What follows belongs to an exercise in optimizing a design on an open flow for small area, a short achievable clock period and few clock cycles; a production flow would make more cautious choices.
In this exercise RTL edits were held to simulation tests only and were not proved equivalent to the original.

==> flow/design.v <==
module dekoder64
(
	input             clk,
	input             load,    
	input             phase,   
	input      [31:0] d,
	input      [31:0] s,       
	input      [7:0]  c1,      
	input      [7:0]  c2,
	input      [31:0] ky,
	output reg [31:0] x,
	output reg [31:0] d1
);
	function [31:0] addf;
		input [31:0] x, y;
		input        ci;
		reg   [31:0] g, p, p0;
		integer i, d;
		begin
			p0 = x ^ y;
			g  = x & y;
			p  = p0;
			g[0] = g[0] | (p[0] & ci);
			for (d = 1; d < 32; d = d * 2)
				for (i = 2*d - 1; i < 32; i = i + 2*d) begin
					g[i] = g[i] | (p[i] & g[i-d]);
					p[i] = p[i] & p[i-d];
				end
			for (d = 8; d >= 1; d = d / 2)
				for (i = 3*d - 1; i < 32; i = i + 2*d) begin
					g[i] = g[i] | (p[i] & g[i-d]);
					p[i] = p[i] & p[i-d];
				end
			addf = p0 ^ {g[30:0], ci};
		end
	endfunction
	reg [31:0] d2, d3, t;
	reg        ld, ph;
	reg  [7:0]  c1r;
	wire [31:0] kx = ph ? 32'h68756c6b : {16'h7468, c1r, c2};
	wire [31:0] f = addf(x << 4, kx, 1'b0) ^ addf(x, s, 1'b0) ^ addf(x >> 5, ky, 1'b0);
	always @(posedge clk) begin
		ld  <= load;
		ph  <= phase;
		c1r <= c1;
		t  <= f;
		d1 <= x;
		d2 <= d1;
		d3 <= d2;
		x  <= ld ? d : addf(d3, ~t, 1'b1);
	end
endmodule
module keygen
(
	input  [39:0] hi,     
	output [39:0] next,
	output        last    
);
	function [7:0] step;
		input [7:0] c;
		begin
			if (c == 8'd122)     step = 8'd32;
			else if (c == 8'd32) step = 8'd65;
			else                 step = c + 8'd1;
		end
	endfunction
	wire [4:0] sp;
	genvar i;
	generate for (i = 0; i < 5; i = i + 1) begin : g
		assign sp[i] = (hi[39-8*i -: 8] == 8'd32);
		if (i == 0) begin : g0
			assign next[39 -: 8] = step(hi[39 -: 8]);
		end else begin : gn
			assign next[39-8*i -: 8] = &sp[i-1:0] ? step(hi[39-8*i -: 8]) : hi[39-8*i -: 8];
		end
	end endgenerate
	assign last = &sp;
endmodule
module kombajn
(
	input              rst,
	input              clk,
	input              start,
	input      [63:0]  data,
	input      [47:0]  start_key,
	output reg         busy,
	output reg         found,
	output     [127:0] keyout
);
localparam P = 8;
localparam B = 2 * P;                  
localparam [31:0] MAGIC = 32'h25706466;
localparam [31:0] DELTA = 32'h9e3779b9;
localparam [31:0] SUM0  = 32'hc6ef3720;
localparam [31:0] K1    = 32'h20697320;
reg  [63:0] data_reg;
reg  [7:0]  c1_raw;        
reg  [39:0] hi;            
reg  [1:0]  blk;           
reg  [3:0]  so;            
reg         first;         
reg  [7:0]  cnt;
reg  [31:0] sum;
reg  [31:0] ky;            
reg  [31:0] d;             
reg  [7:0]  kc1;           
wire [39:0] hi_next;
wire        hi_last;
keygen kg (.hi(hi), .next(hi_next), .last(hi_last));
assign keyout = {80'h68756c6b206973207468, kc1, hi};
wire [5:0] pos0 = (c1_raw == 8'd32) ? 6'd58 : c1_raw[5:0] - 6'd1;    
function [7:0] chr;
	input [5:0] pos;
	chr = (pos == 6'd58) ? 8'd32 : {2'b01, pos} + 8'd1;
endfunction
wire accept   = start & ~busy;
wire [7:0] cn = ~busy ? 8'd129 : (cnt == 8'd131) ? 8'd0 : cnt + 8'd1;    
wire load_n   = (cn == 8'd129) | (cn == 8'd130) | (cn == 8'd131) | (cn == 8'd0);
wire [B-1:0] match;
wire [B-1:0] valid;
wire [7:0]   c1 [0:B-1];
genvar i;
generate for (i = 0; i < P; i = i + 1) begin : lane
	wire [5:0] pa = {blk, i[2:0], 1'b0};
	assign c1[2*i]   = chr(pa);
	assign c1[2*i+1] = chr(pa | 6'd1);
	wire [31:0] x, d1;
	dekoder64 u (.clk(clk), .load(load_n), .phase(cn[1]), .d(d), .s(sum),
	             .c1(cn[0] ? c1[2*i+1] : c1[2*i]), .c2(hi[39:32]), .ky(ky),
	             .x(x), .d1(d1));
	assign match[2*i]   = (d1 == MAGIC);
	assign match[2*i+1] = (x == MAGIC);
	assign valid[2*i]   = (2*i >= so) && (pa <= 6'd58);
	assign valid[2*i+1] = (2*i+1 >= so) && (pa <= 6'd57);
end endgenerate
wire [B-1:0] hit = match & valid;
reg [3:0] hit_q;
integer j;
always @(*) begin
	hit_q = 4'd0;
	for (j = B - 1; j >= 0; j = j - 1)
		if (hit[j]) hit_q = j;
end
wire eval     = busy & ~first & (cnt == 8'd129);
wire any_hit  = |hit;
wire last_blk = (blk == 2'd3);
wire finish   = eval & (any_hit | (hi_last & last_blk));
always @(posedge clk or posedge rst) begin
	if (rst) begin
		busy  <= 1'b0;
		found <= 1'b0;
	end else if (accept) begin
		busy  <= 1'b1;
		found <= 1'b0;
	end else if (finish) begin
		busy  <= 1'b0;
		found <= any_hit;
	end
end
always @(posedge clk) begin
	cnt <= cn;
	if (accept)
		hi <= start_key[39:0];
	if (~busy) begin
		data_reg <= data;
		c1_raw   <= start_key[47:40];
		first    <= 1'b1;
	end else if (cnt == 8'd129) begin
		if (first) begin
			blk   <= pos0[5:4];
			so    <= pos0[3:0];
			first <= 1'b0;
		end else if (~any_hit) begin
			so  <= 4'd0;
			blk <= blk + 2'd1;
			if (last_blk)
				hi <= hi_next;
		end
	end
	if (~busy)
		d <= data[31:0];
	else
		d <= (cn == 8'd129 || cn == 8'd130) ? data_reg[31:0] : data_reg[63:32];
	ky <= cn[1] ? K1 : hi[31:0];
	if (cnt == 8'd131)
		sum <= SUM0;
	else if (cnt[1:0] == 2'd3)
		sum <= sum - DELTA;
	if (finish & any_hit)
		kc1 <= chr({blk, hit_q});
end
endmodule
Settings: LEC_CHECK=0, CAP_MARGIN=20, CORE_MARGIN=2, CORE_UTILIZATION=60, SETUP_SLACK_MARGIN=4.5, SLEW_MARGIN=20; clock period 8.0 ns.
run.sh (not shown) runs the stock make flow with config.mk's settings and CLKGATE_MAP_FILE= SYNTH_SCRIPT=/design/flow/synth_recipe.tcl, a recipe that flattens the netlist after the stock synthesis.
Testbench counts at the start, summed over its fixed seeds: cycles 109,024.
Rerun with:
Settings changed: CTS_BUF_LIST from default to sky130_fd_sc_hd__clkbuf_4.
- The new run produced a clean layout
- sequential cell count stays the same
- routed wire length rises by about 0.56%
- core utilization falls by 0.54 points
- die area is unchanged

## afterwards: timing with drivers on the ports
How much do the figures lean on ideal ports? The routed layouts below were timed once more, with nothing changed but the port constraints. Step 1 assumes that a clkbuf_16 drives the clock port and a buf_2 every other input. Step 2 moves the port delays by t, midway between the first and last clock arrival at a register: inputs arrive t later, outputs are due t later. That takes back most of the time a late clock gives input paths. Three values: ideal, step 1, step 2; two values: the first two.
| run | t (ns) | setup WS [ns] | hold WS [ns] |
|---|---|---|---|
| the first run | 0.899 | 3.786 / 3.786 / 3.786 | 0.316 / 0.316 / 0.316 |
| the second run | 1.409 | 3.712 / 3.712 / 3.712 | 0.269 / 0.269 / 0.269 |
After both steps every run listed still meets setup and hold.
